Context: an optimization exercise on an open-source flow, tuned for a short achievable clock period and few clock cycles. The choices shown serve that exercise and are no tape-out recipe.
The RTL was checked by simulation tests, not by an equivalence proof against the original design.
Power is estimated from default activity; no workload was simulated.

==> flow/design.v (excerpt) <==
module MULTI_CYCLE_PROCESSOR#(parameter INSTRUCTION_LEN = 16, INSTRUCTION_MEM_SIZE = 8, DATA_LEN = 16)(input clk ,input reset, output reg [DATA_LEN-1:0] res,
	output [INSTRUCTION_MEM_SIZE-1:0] imem_addr, input [INSTRUCTION_LEN-1:0] imem_data,
	output [4:0] dmem_addr, input [DATA_LEN-1:0] dmem_rdata, output [DATA_LEN-1:0] dmem_wdata, output dmem_we);
	reg [7:0]  pc_f;                  
	reg        v_e, pred_e;           
	reg [1:0]  fn_e;
	reg        sub_e;                 
	reg        r_e, br_e, ld_e, st_e;
	reg [3:0]  rd_e, off_e;
	reg [15:0] wr_e, lw_e;            
	reg [7:0]  pc_e;
	reg [15:0] a_e, b_e, bn_e;        
	reg        pa_e, pb_e;            
	reg        sa_f, sa_r;            
	reg        sb_p, sb_n, sb_r, sb_rn;  
	reg        lb_e;                  
	reg [15:0] fw_p, fw_n;            
	reg        w_pend;                
	reg [15:0] wr_w;                  
	reg        m_we;                  
	reg        m_ld;                  
	reg [15:0] m_lw;                  
	reg [3:0]  m_rd;
	reg [4:0]  m_addr;
	reg [15:0] m_wdata;
	reg [15:0] rf [0:15];
	assign imem_addr  = pc_f;
	assign dmem_addr  = m_addr;
	assign dmem_wdata = m_wdata;
	assign dmem_we    = m_we;
	wire [15:0] a_op = ({16{sa_f}} & fw_p) | ({16{sa_r}} & a_e);
	wire [15:0] b_op = ({16{sb_p}} & fw_p) | ({16{sb_n}} & fw_n) | ({16{sb_r}} & b_e) | ({16{sb_rn}} & bn_e);
	wire [15:0] gg = a_op & b_op;
	wire [15:0] t = a_op | b_op;
	wire [15:0] p = a_op ^ b_op;
	wire [15:0] x0 = {gg[15:1], gg[0] | sub_e};
	wire [15:0] y0 = {t[14:0], 1'b0};
	wire [15:0] x1, y1, x2, y2, x3, y3, x4;
	genvar k;
	generate
		for (k = 0; k < 16; k = k + 1) begin : lp
			if (k >= 1) begin : l1
				assign x1[k] = x0[k] | (y0[k] & x0[k-1]);
				assign y1[k] = y0[k] & y0[k-1];
			end else begin : l1n
				assign x1[k] = x0[k];
				assign y1[k] = y0[k];
			end
			if (k >= 2) begin : l2
				assign x2[k] = x1[k] | (y1[k] & x1[k-2]);
				assign y2[k] = y1[k] & y1[k-2];
			end else begin : l2n
				assign x2[k] = x1[k];
				assign y2[k] = y1[k];
			end
			if (k >= 4) begin : l3
				assign x3[k] = x2[k] | (y2[k] & x2[k-4]);
  ...
Settings: LEC_CHECK=0, CAP_MARGIN=20, CORE_MARGIN=2, CORE_UTILIZATION=45, SLEW_MARGIN=20, TNS_END_PERCENT=100; clock period 8.0 ns.
standard.sh (not shown) runs the stock make flow with config.mk's settings and CLKGATE_MAP_FILE= SYNTH_SCRIPT=/design/flow/synth_recipe.tcl, a recipe that flattens the netlist after the stock synthesis.
==> flow/flow/run.sh <==
#!/bin/bash
set -euo pipefail
export BUFFER_PORTS_ARGS="-buffer_cell sky130_fd_sc_hd__buf_4"
export SETUP_SLACK_MARGIN=5.5
bash standard.sh > standard.log 2>&1
Testbench counts at the start, summed over its fixed seeds: cycles 58,057.
Then changed:
--- a/flow/design.v
+++ b/flow/design.v
@@ -5,18 +5,18 @@
 	reg        v_e, pred_e;           
 	reg [1:0]  fn_e;
 	reg        sub_e;                 
 	reg        r_e, br_e, ld_e, st_e;
 	reg [3:0]  rd_e, off_e;
 	reg [15:0] wr_e, lw_e;            
 	reg [7:0]  pc_e;
-	reg [15:0] a_e, b_e, bn_e;        
+	reg [15:0] a_e, b_e;              
 	reg        pa_e, pb_e;            
 	reg        sa_f, sa_r;            
-	reg        sb_p, sb_n, sb_r, sb_rn;  
+	reg        sb_p, sb_n, sb_r;      
 	reg        lb_e;                  
 	reg [15:0] fw_p, fw_n;            
 	reg        w_pend;                
 	reg [15:0] wr_w;                  
 	reg        m_we;                  
 	reg        m_ld;                  
 	reg [15:0] m_lw;                  
@@ -25,15 +25,15 @@
 	reg [15:0] m_wdata;
 	reg [15:0] rf [0:15];
 	assign imem_addr  = pc_f;
 	assign dmem_addr  = m_addr;
 	assign dmem_wdata = m_wdata;
 	assign dmem_we    = m_we;
 	wire [15:0] a_op = ({16{sa_f}} & fw_p) | ({16{sa_r}} & a_e);
-	wire [15:0] b_op = ({16{sb_p}} & fw_p) | ({16{sb_n}} & fw_n) | ({16{sb_r}} & b_e) | ({16{sb_rn}} & bn_e);
+	wire [15:0] b_op = ({16{sb_p}} & fw_p) | ({16{sb_n}} & fw_n) | ({16{sb_r}} & b_e);
 	wire [15:0] gg = a_op & b_op;
 	wire [15:0] t = a_op | b_op;
 	wire [15:0] p = a_op ^ b_op;
 	wire [15:0] x0 = {gg[15:1], gg[0] | sub_e};
 	wire [15:0] y0 = {t[14:0], 1'b0};
 	wire [15:0] x1, y1, x2, y2, x3, y3, x4;
 	genvar k;
@@ -111,42 +111,23 @@
 	wire la_f = v_e & ld_e & (rd_e == f2_f);    
 	wire lb_f = v_e & ld_e & (rd_e == f3_f);
 	wire stall = la_f | (lb_f & ~st_f);
 	wire [15:0] rv [0:15];
 	genvar g;
 	generate
 		for (g = 0; g < 16; g = g + 1) begin : rvw
-			assign rv[g] = (w_pend & wr_w[g]) ? fw_p : rf[g];
+			assign rv[g] = (w_pend & wr_w[g]) ? res : rf[g];
 		end
 	endgenerate
 	wire ma_f = m_ld & (m_rd == f2_f);
 	wire mb_f = m_ld & (m_rd == f3_f);
 	wire [15:0] ra = ma_f ? dmem_rdata : rv[f2_f];
 	wire [15:0] rb = mb_f ? dmem_rdata : rv[f3_f];
 	wire pred_f = (ins[15:12] == 4'b0101);
-	function [4:0] sub4(input [3:0] x, input [3:0] y);    
-		reg [4:0] b;
-		integer j;
-		begin
-			b[0] = 1'b0;
-			for (j = 0; j < 4; j = j + 1) begin
-				sub4[j] = x[j] ^ y[j] ^ b[j];
-				b[j+1] = (~x[j] & y[j]) | (~(x[j] ^ y[j]) & b[j]);
-			end
-			sub4[4] = b[4];
-		end
-	endfunction
-	wire [4:0] lo_sel [0:16];
-	assign lo_sel[0] = 5'd0;
-	generate
-		for (g = 0; g < 16; g = g + 1) begin : lot
-			assign lo_sel[g+1] = lo_sel[g] | ({5{f1_f == g}} & sub4(pc_f[3:0], g));
-		end
-	endgenerate
-	wire [4:0] lo_m = lo_sel[16];
+	wire [4:0] lo_m = {1'b0, pc_f[3:0]} - {1'b0, f1_f};
 	wire [3:0] hi_m1 = pc_f[7:4] - 4'd1;
 	wire [7:0] pc_back = {lo_m[4] ? hi_m1 : pc_f[7:4], lo_m[3:0]};
 	wire [7:0] pc_f1 = pc_f + 8'd1;
 	wire [7:0] pc_seq = stall ? pc_f : (pred_f ? pc_back : pc_f1);
 	wire [7:0] pc_if_t  = (chk & ~pred_e) ? tgt   : pc_seq;
 	wire [7:0] pc_if_nt = (chk &  pred_e) ? pc_e1 : pc_seq;
 	wire [7:0] pc_next  = cond ? pc_if_t : pc_if_nt;
@@ -161,16 +142,16 @@
 			res    <= 16'd0;
 		end else begin
 			pc_f   <= pc_next;
 			v_e    <= ~stall & ~mispredict;
 			w_pend <= w_e;
 			m_ld   <= v_e & ld_e;
 			m_we   <= v_e & st_e;
-			if (w_pend)
-				res <= fw_p;
+			if (w_e)
+				res <= alu;
 		end
 	end
 	integer i;
 	always @(posedge clk) begin
 		fw_p   <= alu;
 		fw_n   <= ~alu;
 		pred_e <= pred_f;
@@ -185,42 +166,40 @@
 			wr_e[i] <= r_f  & (f1_f == i);
 			lw_e[i] <= ld_f & (f1_f == i);
 			m_lw[i] <= v_e & lw_e[i];
 		end
 		off_e  <= ld_f ? f2_f : f1_f;
 		pc_e   <= pc_f;
 		a_e    <= ra;
-		b_e    <= rb;
-		bn_e   <= ~rb;
+		b_e    <= sub_f ? ~rb : rb;
 		pa_e   <= ea_f;
 		pb_e   <= eb_f;
 		sa_f   <= ea_f;
 		sa_r   <= ~ea_f;
 		sb_p   <= eb_f & ~sub_f;
 		sb_n   <= eb_f & sub_f;
-		sb_r   <= ~eb_f & ~sub_f;
-		sb_rn  <= ~eb_f & sub_f;
+		sb_r   <= ~eb_f;
 		lb_e   <= lb_f;
 		wr_w   <= wr_e;
 		m_rd   <= rd_e;
 		m_addr  <= maddr;
 		m_wdata <= lb_e ? dmem_rdata : b_op;
 	end
 	always @(posedge clk or negedge reset) begin
 		if (~reset)
 			rf[0] <= 16'd0;
 		else if (w_pend & wr_w[0])
-			rf[0] <= fw_p;
+			rf[0] <= res;
 		else if (m_lw[0])
 			rf[0] <= dmem_rdata;
 	end
 	generate
 		for (g = 1; g < 16; g = g + 1) begin : rfw
 			always @(posedge clk) begin
 				if (w_pend & wr_w[g])
-					rf[g] <= fw_p;
+					rf[g] <= res;
 				else if (m_lw[g])
 					rf[g] <= dmem_rdata;
 			end
 		end
 	endgenerate
 endmodule
Result: The new run finished with timing, DRC and antenna clean. Synthesized area went down by 5.0%. Worst hold slack improves by 0.013 ns. Final area stays flat. Cell count went up by 5.0%. Setup slack improves by 0.022 ns. Via count went up by 6.2%. Synthesized cell count went up by 4.3%. Non-clock buffer count went up by 93. Power went up by 0.34%. Clock-buffer cell count went down by 4. Die area went down by 5.0%.
Testbench counts after the change, summed over its fixed seeds: cycles 58,057.


The RTL this note starts from:
==> flow/design.v <==
module MULTI_CYCLE_PROCESSOR#(parameter INSTRUCTION_LEN = 16, INSTRUCTION_MEM_SIZE = 8, DATA_LEN = 16)(input clk ,input reset, output reg [DATA_LEN-1:0] res,
	output [INSTRUCTION_MEM_SIZE-1:0] imem_addr, input [INSTRUCTION_LEN-1:0] imem_data,
	output [4:0] dmem_addr, input [DATA_LEN-1:0] dmem_rdata, output [DATA_LEN-1:0] dmem_wdata, output dmem_we);
	reg [7:0]  pc_f;                  
	reg        v_e, pred_e;           
	reg [1:0]  fn_e;
	reg        sub_e;                 
	reg        r_e, br_e, ld_e, st_e;
	reg [3:0]  rd_e, off_e;
	reg [15:0] wr_e, lw_e;            
	reg [7:0]  pc_e;
	reg [15:0] a_e, b_e;              
	reg        pa_e, pb_e;            
	reg        sa_s, sa_l, sa_r;      
	reg        sb_sp, sb_sn, sb_lp, sb_ln, sb_r;  
	reg        lb_e;                  
	reg [15:0] fs_p, fs_n;            
	reg [15:0] fl_p, fl_n;            
	reg        wl_w;                  
	reg        w_pend;                
	reg [15:0] wr_w;                  
	reg        m_we;                  
	reg        m_ld;                  
	reg [15:0] m_lw;                  
	reg [3:0]  m_rd;
	reg [4:0]  m_addr;
	reg [15:0] m_wdata;
	reg [15:0] rf [0:15];
	assign imem_addr  = pc_f;
	assign dmem_addr  = m_addr;
	assign dmem_wdata = m_wdata;
	assign dmem_we    = m_we;
	wire [15:0] a_op = ({16{sa_s}} & fs_p) | ({16{sa_l}} & fl_p) | ({16{sa_r}} & a_e);
	wire [15:0] b_op = ({16{sb_sp}} & fs_p) | ({16{sb_sn}} & fs_n) |
	                   ({16{sb_lp}} & fl_p) | ({16{sb_ln}} & fl_n) | ({16{sb_r}} & b_e);
	wire [15:0] fw_p = wl_w ? fl_p : fs_p;
	wire [15:0] gg = a_op & b_op;
	wire [15:0] t = a_op | b_op;
	wire [15:0] p = a_op ^ b_op;
	wire [15:0] x0 = {gg[15:1], gg[0] | sub_e};
	wire [15:0] y0 = {t[14:0], 1'b0};
	wire [15:0] x1, y1, x2, y2, x3, y3, x4;
	genvar k;
	generate
		for (k = 0; k < 16; k = k + 1) begin : lp
			if (k >= 1) begin : l1
				assign x1[k] = x0[k] | (y0[k] & x0[k-1]);
				assign y1[k] = y0[k] & y0[k-1];
			end else begin : l1n
				assign x1[k] = x0[k];
				assign y1[k] = y0[k];
			end
			if (k >= 2) begin : l2
				assign x2[k] = x1[k] | (y1[k] & x1[k-2]);
				assign y2[k] = y1[k] & y1[k-2];
			end else begin : l2n
				assign x2[k] = x1[k];
				assign y2[k] = y1[k];
			end
			if (k >= 4) begin : l3
				assign x3[k] = x2[k] | (y2[k] & x2[k-4]);
				assign y3[k] = y2[k] & y2[k-4];
			end else begin : l3n
				assign x3[k] = x2[k];
				assign y3[k] = y2[k];
			end
			if (k >= 8) begin : l4
				assign x4[k] = x3[k] | (y3[k] & x3[k-8]);
			end else begin : l4n
				assign x4[k] = x3[k];
			end
		end
	endgenerate
	wire [15:0] cy = t & x4;          
	wire [15:0] sum = p ^ {cy[14:0], sub_e};
	wire [15:0] lgc = fn_e[0] ? (a_op & b_op) : (a_op | b_op);
	wire w_e = v_e & r_e;             
	wire cond = sum[15];
	reg [7:0] tgt;
	always @* begin
		case (fn_e)
			2'd0: tgt = pc_e + {4'd0, off_e};
			2'd1: tgt = pc_e - {4'd0, off_e};
			2'd2: tgt = pc_e | {4'd0, off_e};
			default: tgt = pc_e & {4'd0, off_e};
		endcase
	end
	wire [7:0] pc_e1 = pc_e + 8'd1;
	wire chk = v_e & br_e;            
	function [4:0] mop(input [1:0] fn, input [3:0] off, input [4:0] base);
		case (fn)
			2'd0: mop = {1'b0, off} + base;
			2'd1: mop = {1'b0, off} - base;
			2'd2: mop = {1'b0, off} | base;
			default: mop = {1'b0, off} & base;
		endcase
	endfunction
	wire [4:0] base_r = ld_e ? b_e[4:0] : a_e[4:0];
	wire       base_f = ld_e ? pb_e : pa_e;
	wire [4:0] maddr_r = mop(fn_e, off_e, base_r);
	wire [4:0] maddr_f = mop(fn_e, off_e, fw_p[4:0]);
	wire [4:0] maddr = base_f ? maddr_f : maddr_r;
	wire [15:0] ins = imem_data;
	wire [1:0] opc_f = ins[15:14];
	wire [3:0] f1_f = ins[11:8];
	wire [3:0] f2_f = ins[7:4];
	wire [3:0] f3_f = ins[3:0];
	wire r_f  = (opc_f == 2'd0);
	wire br_f = (opc_f == 2'd1);
	wire ld_f = (opc_f == 2'd2);
	wire st_f = (opc_f == 2'd3);
	wire sub_f = br_f | (r_f & (ins[13:12] == 2'd1));
	wire ea_f = w_e & (rd_e == f2_f);           
	wire eb_f = w_e & (rd_e == f3_f);
	wire la_f = v_e & ld_e & (rd_e == f2_f);    
	wire lb_f = v_e & ld_e & (rd_e == f3_f);
	wire stall = la_f | (lb_f & ~st_f);
	wire [15:0] rv [0:15];
	genvar g;
	generate
		for (g = 0; g < 16; g = g + 1) begin : rvw
			assign rv[g] = (w_pend & wr_w[g]) ? fw_p : rf[g];
		end
	endgenerate
	wire ma_f = m_ld & (m_rd == f2_f);
	wire mb_f = m_ld & (m_rd == f3_f);
	wire [15:0] ra = ma_f ? dmem_rdata : rv[f2_f];
	wire [15:0] rb = mb_f ? dmem_rdata : rv[f3_f];
	wire pred_f = (ins[15:12] == 4'b0101);
	wire [4:0] lo_m = {1'b0, pc_f[3:0]} - {1'b0, f1_f};
	wire [3:0] hi_m1 = pc_f[7:4] - 4'd1;
	wire [7:0] pc_back = {lo_m[4] ? hi_m1 : pc_f[7:4], lo_m[3:0]};
	wire [7:0] pc_f1 = pc_f + 8'd1;
	wire [7:0] pc_seq = stall ? pc_f : (pred_f ? pc_back : pc_f1);
	wire [7:0] pc_if_t  = (chk & ~pred_e) ? tgt   : pc_seq;
	wire [7:0] pc_if_nt = (chk &  pred_e) ? pc_e1 : pc_seq;
	wire [7:0] pc_next  = cond ? pc_if_t : pc_if_nt;
	wire mispredict = chk & (cond ^ pred_e);
	always @(posedge clk or negedge reset) begin
		if (~reset) begin
			pc_f   <= 8'd0;
			v_e    <= 1'b0;
			w_pend <= 1'b0;
			m_ld   <= 1'b0;
			m_we   <= 1'b0;
			res    <= 16'd0;
		end else begin
			pc_f   <= pc_next;
			v_e    <= ~stall & ~mispredict;
			w_pend <= w_e;
			m_ld   <= v_e & ld_e;
			m_we   <= v_e & st_e;
			if (w_pend)
				res <= fw_p;
		end
	end
	integer i;
	always @(posedge clk) begin
		fs_p   <= sum;
		fs_n   <= ~sum;
		fl_p   <= lgc;
		fl_n   <= ~lgc;
		wl_w   <= fn_e[1];
		pred_e <= pred_f;
		fn_e   <= ins[13:12];
		sub_e  <= sub_f;
		r_e    <= r_f;
		br_e   <= br_f;
		ld_e   <= ld_f;
		st_e   <= st_f;
		rd_e   <= f1_f;
		for (i = 0; i < 16; i = i + 1) begin
			wr_e[i] <= r_f  & (f1_f == i);
			lw_e[i] <= ld_f & (f1_f == i);
			m_lw[i] <= v_e & lw_e[i];
		end
		off_e  <= ld_f ? f2_f : f1_f;
		pc_e   <= pc_f;
		a_e    <= ra;
		b_e    <= sub_f ? ~rb : rb;
		pa_e   <= ea_f;
		pb_e   <= eb_f;
		sa_s   <= ea_f & ~fn_e[1];
		sa_l   <= ea_f & fn_e[1];
		sa_r   <= ~ea_f;
		sb_sp  <= eb_f & ~fn_e[1] & ~sub_f;
		sb_sn  <= eb_f & ~fn_e[1] & sub_f;
		sb_lp  <= eb_f & fn_e[1] & ~sub_f;
		sb_ln  <= eb_f & fn_e[1] & sub_f;
		sb_r   <= ~eb_f;
		lb_e   <= lb_f;
		wr_w   <= wr_e;
		m_rd   <= rd_e;
		m_addr  <= maddr;
		m_wdata <= lb_e ? dmem_rdata : b_op;
	end
	always @(posedge clk or negedge reset) begin
		if (~reset)
			rf[0] <= 16'd0;
		else if (w_pend & wr_w[0])
			rf[0] <= fw_p;
		else if (m_lw[0])
			rf[0] <= dmem_rdata;
	end
	generate
		for (g = 1; g < 16; g = g + 1) begin : rfw
			always @(posedge clk) begin
				if (w_pend & wr_w[g])
					rf[g] <= fw_p;
				else if (m_lw[g])
					rf[g] <= dmem_rdata;
			end
		end
	endgenerate
endmodule
Settings: LEC_CHECK=0, CAP_MARGIN=20, CORE_MARGIN=2, CORE_UTILIZATION=30, SLEW_MARGIN=20, TNS_END_PERCENT=100; clock period 8.0 ns.
Scripts as last shown in full above: flow/flow/run.sh
Testbench counts at the start, summed over its fixed seeds: cycles 58,057.
Change:
--- a/flow/design.v
+++ b/flow/design.v
@@ -7,18 +7,16 @@
 	reg        sub_e;                 
 	reg        r_e, br_e, ld_e, st_e;
 	reg [3:0]  rd_e, off_e;
 	reg [15:0] wr_e, lw_e;            
 	reg [7:0]  pc_e;
-	reg [15:0] a_e, b_e;              
+	reg [15:0] a_e, b_e, bn_e;        
 	reg        pa_e, pb_e;            
-	reg        sa_s, sa_l, sa_r;      
-	reg        sb_sp, sb_sn, sb_lp, sb_ln, sb_r;  
+	reg        sa_f, sa_r;            
+	reg        sb_p, sb_n, sb_r, sb_rn;  
 	reg        lb_e;                  
-	reg [15:0] fs_p, fs_n;            
-	reg [15:0] fl_p, fl_n;            
-	reg        wl_w;                  
+	reg [15:0] fw_p, fw_n;            
 	reg        w_pend;                
 	reg [15:0] wr_w;                  
 	reg        m_we;                  
 	reg        m_ld;                  
 	reg [15:0] m_lw;                  
@@ -28,14 +26,12 @@
 	reg [15:0] rf [0:15];
 	assign imem_addr  = pc_f;
 	assign dmem_addr  = m_addr;
 	assign dmem_wdata = m_wdata;
 	assign dmem_we    = m_we;
-	wire [15:0] a_op = ({16{sa_s}} & fs_p) | ({16{sa_l}} & fl_p) | ({16{sa_r}} & a_e);
-	wire [15:0] b_op = ({16{sb_sp}} & fs_p) | ({16{sb_sn}} & fs_n) |
-	                   ({16{sb_lp}} & fl_p) | ({16{sb_ln}} & fl_n) | ({16{sb_r}} & b_e);
-	wire [15:0] fw_p = wl_w ? fl_p : fs_p;
+	wire [15:0] a_op = ({16{sa_f}} & fw_p) | ({16{sa_r}} & a_e);
+	wire [15:0] b_op = ({16{sb_p}} & fw_p) | ({16{sb_n}} & fw_n) | ({16{sb_r}} & b_e) | ({16{sb_rn}} & bn_e);
 	wire [15:0] gg = a_op & b_op;
 	wire [15:0] t = a_op | b_op;
 	wire [15:0] p = a_op ^ b_op;
 	wire [15:0] x0 = {gg[15:1], gg[0] | sub_e};
 	wire [15:0] y0 = {t[14:0], 1'b0};
@@ -71,11 +67,11 @@
 			end
 		end
 	endgenerate
 	wire [15:0] cy = t & x4;          
 	wire [15:0] sum = p ^ {cy[14:0], sub_e};
-	wire [15:0] lgc = fn_e[0] ? (a_op & b_op) : (a_op | b_op);
+	wire [15:0] alu = fn_e[1] ? (fn_e[0] ? (a_op & b_op) : (a_op | b_op)) : sum;
 	wire w_e = v_e & r_e;             
 	wire cond = sum[15];
 	reg [7:0] tgt;
 	always @* begin
 		case (fn_e)
@@ -154,15 +150,12 @@
 				res <= fw_p;
 		end
 	end
 	integer i;
 	always @(posedge clk) begin
-		fs_p   <= sum;
-		fs_n   <= ~sum;
-		fl_p   <= lgc;
-		fl_n   <= ~lgc;
-		wl_w   <= fn_e[1];
+		fw_p   <= alu;
+		fw_n   <= ~alu;
 		pred_e <= pred_f;
 		fn_e   <= ins[13:12];
 		sub_e  <= sub_f;
 		r_e    <= r_f;
 		br_e   <= br_f;
@@ -175,21 +168,20 @@
 			m_lw[i] <= v_e & lw_e[i];
 		end
 		off_e  <= ld_f ? f2_f : f1_f;
 		pc_e   <= pc_f;
 		a_e    <= ra;
-		b_e    <= sub_f ? ~rb : rb;
+		b_e    <= rb;
+		bn_e   <= ~rb;
 		pa_e   <= ea_f;
 		pb_e   <= eb_f;
-		sa_s   <= ea_f & ~fn_e[1];
-		sa_l   <= ea_f & fn_e[1];
+		sa_f   <= ea_f;
 		sa_r   <= ~ea_f;
-		sb_sp  <= eb_f & ~fn_e[1] & ~sub_f;
-		sb_sn  <= eb_f & ~fn_e[1] & sub_f;
-		sb_lp  <= eb_f & fn_e[1] & ~sub_f;
-		sb_ln  <= eb_f & fn_e[1] & sub_f;
-		sb_r   <= ~eb_f;
+		sb_p   <= eb_f & ~sub_f;
+		sb_n   <= eb_f & sub_f;
+		sb_r   <= ~eb_f & ~sub_f;
+		sb_rn  <= ~eb_f & sub_f;
 		lb_e   <= lb_f;
 		wr_w   <= wr_e;
 		m_rd   <= rd_e;
 		m_addr  <= maddr;
 		m_wdata <= lb_e ? dmem_rdata : b_op;
Effect: Clock-buffer cell count fell by 7. Power decreases by about 5.5%. Setup slack is worse by 0.10 ns. Critical path depth stays the same. Register-to-register slack loses 0.10 ns. Via count is lower by 14%. Fmax went down by 3.2%. Routed wire length decreases by 6.7%. Area after synthesis decreases by 5.1%. Global-route usage drops by 0.41 points.
Testbench counts after the change, summed over its fixed seeds: cycles 58,057.

==> static timing again, ports no longer ideal <==
Ports are ideal in the flow. The routed layouts listed here were re-timed in OpenROAD. Step 1, drivers: a clkbuf_16 drives clk and a buf_2 each remaining input, both assumed. Step 2, shift: input delay + t, output delay - t, t = (earliest + latest rising clock arrival at the registers) / 2. This alone moves slack from input paths to output paths. Three values: ideal, step 1, step 2; two values: the first two.
run | t, ns | setup slack, ns | latest minus earliest clock arrival (ns) | slew at the worst register clock pin (ns)
the first run of note 1 | 0.691 | 5.039 / 4.997 / 4.306 | 0.034 / 0.034 | 0.07 / 0.07
the second run of note 1 | 0.688 | 5.061 / 4.998 / 4.497 | 0.030 / 0.030 | 0.07 / 0.07
the first run of note 2 | 0.712 | 5.019 / 5.019 / 4.407 | 0.027 / 0.027 | 0.07 / 0.07
the second run of note 2 | 0.699 | 4.919 / 4.919 / 4.330 | 0.024 / 0.024 | 0.08 / 0.08
After both steps setup and hold are still met in every run listed. For the first run of note 1, which loses most, drivers alone change the setup slack by -0.042 ns; drivers and shift together by -0.733 ns.
